Source: an optimization exercise on an open RTL-to-GDS flow (aim: small area, a short achievable clock period and few clock cycles per item). Production flows keep margins and buffers that such runs may drop.
Where RTL was checked, it was by simulation tests only, not by an equivalence proof against the original.
Power and IR drop assume default switching activity.

==> trial 35: inputs <==
Design pipelined, start of the top module:
module pipelined(
    input  wire              clk,
    input  wire              rst,
    input  wire              in_valid,
    output wire              in_ready,
    input  wire signed [15:0] a,
    input  wire signed [15:0] b,
    input  wire signed [15:0] c,
    input  wire signed [15:0] d,
    input  wire signed [15:0] e,
    output reg               out_valid,
    input  wire              out_ready,
    output wire signed [31:0] y
);
  reg vA, vM, y2v, rdy;
  wire stall = y2v;             
  wire pop = out_valid & out_ready;
  assign in_ready = rdy;
  always @(posedge clk) begin
    if (rst) begin
      vA <= 1'b0; vM <= 1'b0; out_valid <= 1'b0; y2v <= 1'b0; rdy <= 1'b1;
    end else begin
      if (~y2v) begin
        vA <= in_valid; vM <= vA;
      end
      if (~out_valid | out_ready) out_valid <= y2v | vM;
      if (y2v) begin
        y2v <= ~pop; rdy <= pop;
      end else begin
        y2v <= out_valid & ~out_ready & vM; rdy <= ~(out_valid & ~out_ready & vM);
      end
    end
  end
  reg [15:0] An, Cn, E;
  always @(posedge clk) if (~stall) begin An <= ~a; Cn <= ~c; E <= e; end
  reg [7:0] xneg, xonen, xtwon;
  always @(posedge clk) if (~stall) begin xneg[0] <= b[1]; xonen[0] <= ~(b[0] ^ 1'b0); xtwon[0] <= ~((b[1] & ~b[0] & ~1'b0) | (~b[1] & b[0] & 1'b0)); end
  always @(posedge clk) if (~stall) begin xneg[1] <= b[3]; xonen[1] <= ~(b[2] ^ b[1]); xtwon[1] <= ~((b[3] & ~b[2] & ~b[1]) | (~b[3] & b[2] & b[1])); end
  always @(posedge clk) if (~stall) begin xneg[2] <= b[5]; xonen[2] <= ~(b[4] ^ b[3]); xtwon[2] <= ~((b[5] & ~b[4] & ~b[3]) | (~b[5] & b[4] & b[3])); end
  always @(posedge clk) if (~stall) begin xneg[3] <= b[7]; xonen[3] <= ~(b[6] ^ b[5]); xtwon[3] <= ~((b[7] & ~b[6] & ~b[5]) | (~b[7] & b[6] & b[5])); end
  always @(posedge clk) if (~stall) begin xneg[4] <= b[9]; xonen[4] <= ~(b[8] ^ b[7]); xtwon[4] <= ~((b[9] & ~b[8] & ~b[7]) | (~b[9] & b[8] & b[7])); end
  always @(posedge clk) if (~stall) begin xneg[5] <= b[11]; xonen[5] <= ~(b[10] ^ b[9]); xtwon[5] <= ~((b[11] & ~b[10] & ~b[9]) | (~b[11] & b[10] & b[9])); end
  ...
Settings: LEC_CHECK=0, ABC_AREA=1, CAP_MARGIN=20, CORE_MARGIN=2, CORE_UTILIZATION=40, CTS_CLUSTER_DIAMETER=80, CTS_CLUSTER_SIZE=40, SETUP_SLACK_MARGIN=4.2, SLEW_MARGIN=20; clock period 8.0 ns.
standard.sh (not shown) runs the stock make flow with config.mk's settings and CLKGATE_MAP_FILE= SYNTH_SCRIPT=/design/flow/synth_recipe.tcl, a recipe that flattens the netlist after the stock synthesis.
==> flow/flow/run.sh <==
#!/bin/bash
# Standard ORFS layout, except that Yosys's "synth" runs with -noabc, so the quick
# ABC pass before full-adder extraction does not scramble the adder tree's polarity.
set -euo pipefail
sed 's/yosys synth -nofsm -noshare {\*}\$args/yosys synth -nofsm -noshare -noabc {*}$args/' synth_recipe.tcl > flow/noabc_synth.tcl
grep -q -- '-noabc' flow/noabc_synth.tcl
sed "s#SYNTH_SCRIPT=[^ ]*#SYNTH_SCRIPT=$PWD/flow/noabc_synth.tcl#" standard.sh > flow/standard_noabc.sh
grep -q noabc_synth flow/standard_noabc.sh
bash flow/standard_noabc.sh "BUFFER_PORTS_ARGS=-buffer_cell sky130_fd_sc_hd__buf_1" finish > standard.log 2>&1
==> flow/flow/noabc_synth.tcl <==
proc synth {args} { yosys synth -nofsm -noshare -noabc {*}$args }
source $::env(SCRIPTS_DIR)/synth.tcl
# left out here: clear keep_hierarchy, flatten, clean up, hide names made inside functions, write 1_2_yosys.v
==> flow/flow/standard_noabc.sh <==
#!/bin/bash
# The standard flow's own layout of this design, on the ORFS make targets given (by default finish). After
# finish it leaves the final layout's DEF at /design/flow/out/final.def.
set -euo pipefail
make -C /OpenROAD-flow-scripts/flow DESIGN_CONFIG=/design/flow/config.mk WORK_HOME=/design/flow/orfs CLKGATE_MAP_FILE= SYNTH_SCRIPT=/design/flow/flow/noabc_synth.tcl ABC_AREA=1 CAP_MARGIN=20 CORE_MARGIN=2 CORE_UTILIZATION=40 CTS_CLUSTER_DIAMETER=80 CTS_CLUSTER_SIZE=40 SETUP_SLACK_MARGIN=4.2 SLEW_MARGIN=20 "${@:-finish}"
if [[ -f /design/flow/orfs/results/sky130hd/pipelined/base/6_final.odb ]]; then
  : # left out here: write the final layout as DEF
fi
==> build 85: changes against trial 35 <==
==> flow/flow/standard_noabc.sh (replaced) <==
#!/bin/bash
# The standard flow's own layout of this design, on the ORFS make targets given (by default finish). After
# finish it leaves the final layout's DEF at /design/flow/out/final.def.
set -euo pipefail
make -C /OpenROAD-flow-scripts/flow DESIGN_CONFIG=/design/flow/config.mk WORK_HOME=/design/flow/orfs CLKGATE_MAP_FILE= SYNTH_SCRIPT=/design/flow/flow/noabc_synth.tcl ABC_AREA=1 CAP_MARGIN=20 CORE_MARGIN=2 CORE_UTILIZATION=60 PLACE_DENSITY=0.75 SETUP_SLACK_MARGIN=4.2 SLEW_MARGIN=20 "${@:-finish}"
if [[ -f /design/flow/orfs/results/sky130hd/pipelined/base/6_final.odb ]]; then
  : # left out here: write the final layout as DEF
fi
--- a/flow/config.mk
+++ b/flow/config.mk
@@ -10,5 +10,4 @@
 export CORE_MARGIN = 2
-export CORE_UTILIZATION = 40
-export CTS_CLUSTER_DIAMETER = 80
-export CTS_CLUSTER_SIZE = 40
+export CORE_UTILIZATION = 60
+export PLACE_DENSITY = 0.75
 export SETUP_SLACK_MARGIN = 4.2
==> run notes <==
                                                                    trial 35                 build 85
Largest net degree at the start of global routing                        142                      136
Outcome                                              complete, no violations  complete, no violations
Routed wire length per instance                                      20.7 um                  21.6 um
CLK BUF                                                                   21                       33
Part of the cycle the worst path needs                                 46.2%                    46.6%
Worst supply voltage drop on vdd                                      232 uV                   360 uV
Met2 routed wirelength                                               22.3 mm                  20.7 mm
Cell row count                                                            81                       66
Fraction of layout cells with a size suffix above 1                    3.78%                    4.53%
Initial core utilization                                               40.4%                    60.8%
Power density relative to cell area                              507 nW/um^2              518 nW/um^2
Power Sequential                                                     2.83 mW                  2.84 mW
Routed Wire Length                                                   49.8 mm                  47.8 mm
Flip-flop and latch area                                           7260 um^2                7260 um^2
Testbench counts of trial 35, summed over its fixed seeds: cycles 32,024, items 32,000.
Testbench counts of build 85, summed over its fixed seeds: cycles 32,024, items 32,000.


==> wip/maple <==
pipelined again, from the RTL that the note above started with.
==> flow/design.v (excerpt) <==
module pipelined(
    input  wire              clk,
    input  wire              rst,
    input  wire              in_valid,
    output wire              in_ready,
    input  wire signed [15:0] a,
    input  wire signed [15:0] b,
    input  wire signed [15:0] c,
    input  wire signed [15:0] d,
    input  wire signed [15:0] e,
    output reg               out_valid,
    input  wire              out_ready,
    output wire signed [31:0] y
);
export LEC_CHECK = 0
export ABC_AREA = 1
export CAP_MARGIN = 20
export CORE_MARGIN = 2
export CORE_UTILIZATION = 40
export SETUP_SLACK_MARGIN = 4.2
export SLEW_MARGIN = 20
create_clock -name core_clock -period 8.0 [get_ports {clk}]
==> flow/flow/standard_noabc.sh <==
#!/bin/bash
# The standard flow's own layout of this design, on the ORFS make targets given (by default finish). After
# finish it leaves the final layout's DEF at /design/flow/out/final.def.
set -euo pipefail
make -C /OpenROAD-flow-scripts/flow DESIGN_CONFIG=/design/flow/config.mk WORK_HOME=/design/flow/orfs CLKGATE_MAP_FILE= SYNTH_SCRIPT=/design/flow/flow/noabc_synth.tcl ABC_AREA=1 CAP_MARGIN=20 CORE_MARGIN=2 CORE_UTILIZATION=40 SETUP_SLACK_MARGIN=4.2 SLEW_MARGIN=20 "${@:-finish}"
if [[ -f /design/flow/orfs/results/sky130hd/pipelined/base/6_final.odb ]]; then
  : # left out here: write the final layout as DEF
fi
Scripts as last shown in full above: flow/flow/run.sh, flow/flow/noabc_synth.tcl
==> wip/sierra (differences from wip/maple) <==
removed: flow/flow/noabc_synth.tcl
removed: flow/flow/standard_noabc.sh
==> wip/violet (differences from wip/maple) <==
==> flow/flow/standard_noabc.sh (replaced) <==
#!/bin/bash
# The standard flow's own layout of this design, on the ORFS make targets given (by default finish). After
# finish it leaves the final layout's DEF at /design/flow/out/final.def.
set -euo pipefail
make -C /OpenROAD-flow-scripts/flow DESIGN_CONFIG=/design/flow/config.mk WORK_HOME=/design/flow/orfs CLKGATE_MAP_FILE= SYNTH_SCRIPT=/design/flow/flow/noabc_synth.tcl ABC_AREA=1 CAP_MARGIN=20 CORE_MARGIN=2 CORE_UTILIZATION=40 GPL_TIMING_DRIVEN=0 SETUP_SLACK_MARGIN=4.2 SLEW_MARGIN=20 "${@:-finish}"
if [[ -f /design/flow/orfs/results/sky130hd/pipelined/base/6_final.odb ]]; then
  : # left out here: write the final layout as DEF
fi
Settings changed: GPL_TIMING_DRIVEN set to 0.
==> flow_summary_export.csv <==
group,metric,value,unit
run_status,status,"complete, no violations",
route,wl_met2,26000,um
critical_path,path_depth,8,
critical_path,slowest_delay,0.57,ns
critical_path,reg2reg_from,"yonen[6]",
place,place_congestion,0.948,
critical_path,crit_chain,"clkbuf_1 > clkbuf_1 > o22ai_1 > xor2_1 > fa_1 > fa_1 > fa_1 > fa_1",
critical_path,critPathLaunch,"yonen[6]",
layout,nNetsFinal,2295,
critical_path,crit_end,"m15_2",
power_and_ir_drop,powerComb,7160,uW
clock_network,cts_resized,36,
critical_path,cp.required,8.32,ns
route,firstDrtPassIters,7,
critical_path,arrival,4.07,ns
-- figures above: wip/violet

==> flow_summary_export.csv <==
group,metric,value,unit
run_status,status,"complete, no violations",
route,firstDrtPassIters,6,
critical_path,arrival,4.01,ns
critical_path,reg2reg_from,"xneg[0]",
critical_path,path_depth,5,
power_and_ir_drop,powerComb,6780,uW
clock_network,cts_resized,0,
-- figures above: wip/maple

==> flow_summary_export.csv <==
group,metric,value,unit
run_status,status,"complete, no violations",
layout,nNetsFinal,2131,
clock_network,cts_resized,0,
critical_path,crit_chain,"fa_1 > fa_1 > fa_1 > fa_1 > fa_1",
critical_path,crit_end,"m3_0",
critical_path,critPathLaunch,"xneg[0]",
place,place_congestion,0.916,
power_and_ir_drop,powerComb,6780,uW
-- figures above: wip/sierra

Testbench counts of wip/maple, summed over its fixed seeds: cycles 32,024, items 32,000.
Testbench counts of wip/sierra, summed over its fixed seeds: cycles 32,024, items 32,000.
Testbench counts of wip/violet, summed over its fixed seeds: cycles 32,024, items 32,000.


==> build 33 <==
pipelined, a different RTL version from the one above (not shown whole).
Settings: LEC_CHECK=0, CAP_MARGIN=20, CORE_MARGIN=2, CORE_UTILIZATION=40, SLEW_MARGIN=20; clock period 8.0 ns.
run.sh (not shown) runs the stock make flow with config.mk's settings and CLKGATE_MAP_FILE= SYNTH_SCRIPT=/design/flow/synth_recipe.tcl, a recipe that flattens the netlist after the stock synthesis.
Stock flow here: none of the scripts above is used.
==> build 4 (differences from build 33) <==
SETUP_SLACK_MARGIN = 4.0   (was unset)
==> qor summary <==
| quantity | build 4 | build 33 |
|---|---|---|
| Power drawn by the clock network | 1280 µW | 1270 µW |
| Non-clock buffer contribution to total cell area | 8.04% | 5.84% |
| Internal cell power | 6740 µW | 6640 µW |
| Fin cells | 3,720 | 3,656 |
| Wirelength, routed | 78.6 mm | 75.5 mm |
| Core Util, Final | 45.5% | 44.1% |
| Fraction of area in registers | 24.8% | 25.6% |
| First-pass GRT wire length | 118 mm | 115 mm |
| Multi-input gate share of total cell area | 55.8% | 57.0% |
| Crit path launch | D[3] | D[2] |
| Final min period | 3950 ps | 5340 ps |
| Combinational power share | 71.1% | 70.8% |
| Wire length on met2 | 35.0 mm | 33.7 mm |
| Run status | complete, no violations | complete, no violations |
| Post-Layout Inst Area | 28,600 µm² | 27,700 µm² |
| Setup bufs post-CTS | 26 | 0 |
| Inst Count DP | 3,606 | 3,602 |
| Max Clock Skew | 29.3 ps | 22.1 ps |
| Clock insertion delay at the later pin of the skew report | 590 ps | 600 ps |
| Count of non-CTS buffers in the layout | 240 | 175 |
| Flop pwr share | 18.9% | 19.2% |
| Area added between synthesis and finish | 13.1% | 9.54% |
| Final nets | 3,236 | 3,172 |
| Final hold slack | 399 ps | 422 ps |
| Post-cts sizing count | 61 | 0 |
| Critical register-to-register path startpoint | D[3] | D[2] |
No run of this note included a check of the RTL's function; only the layout flow was run.


==> run M <==
pipelined with an RTL version that a note above also has.
export LEC_CHECK = 0
export ABC_AREA = 1
export CAP_MARGIN = 20
export CORE_MARGIN = 2
export CORE_UTILIZATION = 40
export SETUP_SLACK_MARGIN = 4.2
export SLEW_MARGIN = 20
create_clock -name core_clock -period 8.0 [get_ports {clk}]
standard.sh (not shown) runs the stock make flow with config.mk's settings and CLKGATE_MAP_FILE= SYNTH_SCRIPT=/design/flow/synth_recipe.tcl, a recipe that flattens the netlist after the stock synthesis.
==> flow/flow/run.sh <==
#!/bin/bash
# The standard ORFS layout with two changes:
#  - Yosys's "synth" runs with -noabc. Otherwise the quick ABC pass before full-adder extraction
#    changes the adder tree's polarity, and extract_fa then puts inverters between the fa cells.
#    Registers, their names and their cell types stay as the standard synthesis makes them.
#  - Port buffers are buf_1 rather than the default buffer cell. Every port still gets a buffer.
# The tools' full output goes to standard.log in the work folder; ORFS also keeps per-step logs
# under orfs/logs/.
set -euo pipefail
sed 's/yosys synth -nofsm -noshare {\*}\$args/yosys synth -nofsm -noshare -noabc {*}$args/' synth_recipe.tcl > flow/noabc_synth.tcl
grep -q -- '-noabc' flow/noabc_synth.tcl
sed "s#SYNTH_SCRIPT=[^ ]*#SYNTH_SCRIPT=$PWD/flow/noabc_synth.tcl#" standard.sh > flow/standard_noabc.sh
grep -q noabc_synth flow/standard_noabc.sh
bash flow/standard_noabc.sh "BUFFER_PORTS_ARGS=-buffer_cell sky130_fd_sc_hd__buf_1" finish > standard.log 2>&1
==> inputs of run X, as changes to run M <==
==> flow/flow/run.sh (replaced) <==
#!/bin/bash
# Standard ORFS layout, except that Yosys's "synth" runs with -noabc, so the quick
# ABC pass before full-adder extraction does not scramble the adder tree's polarity.
set -euo pipefail
sed 's/yosys synth -nofsm -noshare {\*}\$args/yosys synth -nofsm -noshare -noabc {*}$args/' synth_recipe.tcl > flow/noabc_synth.tcl
grep -q -- '-noabc' flow/noabc_synth.tcl
sed "s#SYNTH_SCRIPT=[^ ]*#SYNTH_SCRIPT=$PWD/flow/noabc_synth.tcl#" standard.sh > flow/standard_noabc.sh
grep -q noabc_synth flow/standard_noabc.sh
bash flow/standard_noabc.sh "BUFFER_PORTS_ARGS=-buffer_cell sky130_fd_sc_hd__buf_1" finish > standard.log 2>&1
==> flow/flow/noabc_synth.tcl (new file) <==
proc synth {args} { yosys synth -nofsm -noshare -noabc {*}$args }
source $::env(SCRIPTS_DIR)/synth.tcl
# left out here: clear keep_hierarchy, flatten, clean up, hide names made inside functions, write 1_2_yosys.v
==> flow/flow/standard_noabc.sh (new file) <==
#!/bin/bash
# The standard flow's own layout of this design, on the ORFS make targets given (by default finish). After
# finish it leaves the final layout's DEF at /design/flow/out/final.def.
set -euo pipefail
make -C /OpenROAD-flow-scripts/flow DESIGN_CONFIG=/design/flow/config.mk WORK_HOME=/design/flow/orfs CLKGATE_MAP_FILE= SYNTH_SCRIPT=/design/flow/flow/noabc_synth.tcl ABC_AREA=1 CAP_MARGIN=5 CORE_MARGIN=2 CORE_UTILIZATION=40 SETUP_SLACK_MARGIN=4.2 SLEW_MARGIN=5 "${@:-finish}"
if [[ -f /design/flow/orfs/results/sky130hd/pipelined/base/6_final.odb ]]; then
  : # left out here: write the final layout as DEF
fi
- CAP_MARGIN: 20 -> 5
- SLEW_MARGIN: 20 -> 5
==> inputs of run Z, as changes to run M <==
==> flow/flow/run.sh (replaced) <==
#!/bin/bash
# Standard ORFS layout, except that Yosys's "synth" runs with -noabc, so the quick
# ABC pass before full-adder extraction does not scramble the adder tree's polarity.
set -euo pipefail
sed 's/yosys synth -nofsm -noshare {\*}\$args/yosys synth -nofsm -noshare -noabc {*}$args/' synth_recipe.tcl > flow/noabc_synth.tcl
grep -q -- '-noabc' flow/noabc_synth.tcl
sed "s#SYNTH_SCRIPT=[^ ]*#SYNTH_SCRIPT=$PWD/flow/noabc_synth.tcl#" standard.sh > flow/standard_noabc.sh
grep -q noabc_synth flow/standard_noabc.sh
bash flow/standard_noabc.sh "BUFFER_PORTS_ARGS=-buffer_cell sky130_fd_sc_hd__buf_1" finish > standard.log 2>&1
==> flow/flow/noabc_synth.tcl (new file) <==
proc synth {args} { yosys synth -nofsm -noshare -noabc {*}$args }
source $::env(SCRIPTS_DIR)/synth.tcl
# left out here: clear keep_hierarchy, flatten, clean up, hide names made inside functions, write 1_2_yosys.v
==> flow/flow/standard_noabc.sh (new file) <==
#!/bin/bash
# The standard flow's own layout of this design, on the ORFS make targets given (by default finish). After
# finish it leaves the final layout's DEF at /design/flow/out/final.def.
set -euo pipefail
make -C /OpenROAD-flow-scripts/flow DESIGN_CONFIG=/design/flow/config.mk WORK_HOME=/design/flow/orfs CLKGATE_MAP_FILE= SYNTH_SCRIPT=/design/flow/flow/noabc_synth.tcl ABC_AREA=0 CAP_MARGIN=20 CORE_MARGIN=2 CORE_UTILIZATION=40 SETUP_SLACK_MARGIN=4.2 SLEW_MARGIN=20 "${@:-finish}"
if [[ -f /design/flow/orfs/results/sky130hd/pipelined/base/6_final.odb ]]; then
  : # left out here: write the final layout as DEF
fi
- ABC_AREA: 1 -> 0
==> impl_metrics.prom <==
# TYPE chip_impl_metric gauge
chip_impl_info{name="run_status",value="complete, no violations"} 1
chip_impl_metric{name="sequentialPowerShare",unit="%"} 25.9
chip_impl_metric{name="nNetsFinal",unit=""} 2131
chip_impl_metric{name="vdd.ir_drop.worst",unit="µV"} 240.7
chip_impl_metric{name="report.power.total",unit="W"} 0.01092
chip_impl_metric{name="cpPeakStageDelay",unit="ps"} 1040
chip_impl_metric{name="path_clk_slew",unit="ps"} 70
chip_impl_metric{name="grt_pass1_vias",unit=""} 13220
chip_impl_metric{name="grt_max_degree",unit=""} 142
chip_impl_metric{name="pwr.group.clock",unit="W"} 0.00131
chip_impl_metric{name="initial_util",unit="%"} 40.42
chip_impl_metric{name="compound_cell_area_share_of_the_yosys_netlist",unit="%"} 9.829
chip_impl_metric{name="critPathMaxFanout",unit=""} 18
chip_impl_metric{name="route.met2.wl",unit="µm"} 22470
chip_impl_metric{name="synthXorXnorAreaFrac",unit="%"} 12.91
chip_impl_info{name="path_common_cell",value="sky130_fd_sc_hd__fa_1"} 1
chip_impl_metric{name="post-synth-top-area-fraction",unit="%"} 33.00
chip_impl_metric{name="syn-mean-instance-area",unit="µm²"} 11.29
The numbers above come from run X.

==> impl_metrics.prom <==
# TYPE chip_impl_metric gauge
chip_impl_metric{name="report.power.total",unit="W"} 0.01128
chip_impl_metric{name="initial_util",unit="%"} 40.52
chip_impl_metric{name="syn-mean-instance-area",unit="µm²"} 12.23
chip_impl_metric{name="cpPeakStageDelay",unit="ps"} 610
chip_impl_metric{name="compound_cell_area_share_of_the_yosys_netlist",unit="%"} 11.24
chip_impl_metric{name="nNetsFinal",unit=""} 1978
chip_impl_info{name="run_status",value="complete, no violations"} 1
chip_impl_metric{name="grt_pass1_vias",unit=""} 12790
chip_impl_metric{name="path_clk_slew",unit="ps"} 60
chip_impl_metric{name="route.met2.wl",unit="µm"} 22660
The numbers above come from run Z.

==> impl_metrics.prom <==
# TYPE chip_impl_metric gauge
chip_impl_metric{name="initial_util",unit="%"} 40.42
chip_impl_info{name="path_common_cell",value="sky130_fd_sc_hd__fa_1"} 1
chip_impl_metric{name="sequentialPowerShare",unit="%"} 25.9
chip_impl_metric{name="critPathMaxFanout",unit=""} 18
chip_impl_metric{name="cpPeakStageDelay",unit="ps"} 1040
chip_impl_metric{name="grt_pass1_vias",unit=""} 13220
chip_impl_metric{name="route.met2.wl",unit="µm"} 22470
chip_impl_metric{name="vdd.ir_drop.worst",unit="µV"} 240.7
chip_impl_metric{name="syn-mean-instance-area",unit="µm²"} 11.29
chip_impl_metric{name="post-synth-top-area-fraction",unit="%"} 33.00
chip_impl_metric{name="nNonClkBuffers",unit=""} 128
chip_impl_metric{name="global_route.usage.met3",unit="%"} 3.812
chip_impl_metric{name="nNetsFinal",unit=""} 2131
chip_impl_metric{name="path_clk_slew",unit="ps"} 70
chip_impl_metric{name="post_route_setup_tns",unit="ps"} 0
chip_impl_metric{name="synthXorXnorAreaFrac",unit="%"} 12.91
chip_impl_info{name="run_status",value="complete, no violations"} 1
chip_impl_metric{name="core_region_area",unit="mm²"} 0.04885
chip_impl_metric{name="report.power.total",unit="W"} 0.01092
The numbers above come from run M.

Testbench counts of run M, summed over its fixed seeds: cycles 32,024, items 32,000.
Testbench counts of run X, summed over its fixed seeds: cycles 32,024, items 32,000.
Testbench counts of run Z, summed over its fixed seeds: cycles 32,024, items 32,000.

separate check: timing with driven ports:
In the flow no input, the clock included, has a driving cell. The finished layouts below were timed again as built, in two steps. Step 1: set_driving_cell puts a clkbuf_16 on clk and a buf_2 on each other input, an assumption about the parent block. Step 2 moves the port delays by t, midway between the first and last clock arrival at a register: inputs arrive t later, outputs are due t later. That takes back most of the time a late clock gives input paths. Slacks: no drivers / after step 1 / after step 2; pairs: no drivers / after step 1.
run	t (ns)	setup slack, ns	cell pins on the clock port's net
trial 35	0.601	4.302 / 4.302 / 4.302	1
build 85	0.625	4.276 / 4.276 / 4.276	1
wip/maple	0.618	4.304 / 4.304 / 4.304	1
wip/sierra	0.618	4.304 / 4.304 / 4.304	1
wip/violet	0.623	4.246 / 4.246 / 4.246	1
build 33	0.645	2.656 / 2.656 / 2.656	1
build 4	0.641	4.046 / 4.046 / 3.576	1
run M	0.618	4.304 / 4.304 / 4.304	1
run X	0.618	4.304 / 4.304 / 4.304	1
run Z	0.611	4.302 / 4.302 / 4.302	1
After both steps setup and hold are still met in every run listed. The setup slack of build 4, which loses most, moves by 0.000 ns with the drivers and by -0.470 ns with both steps.
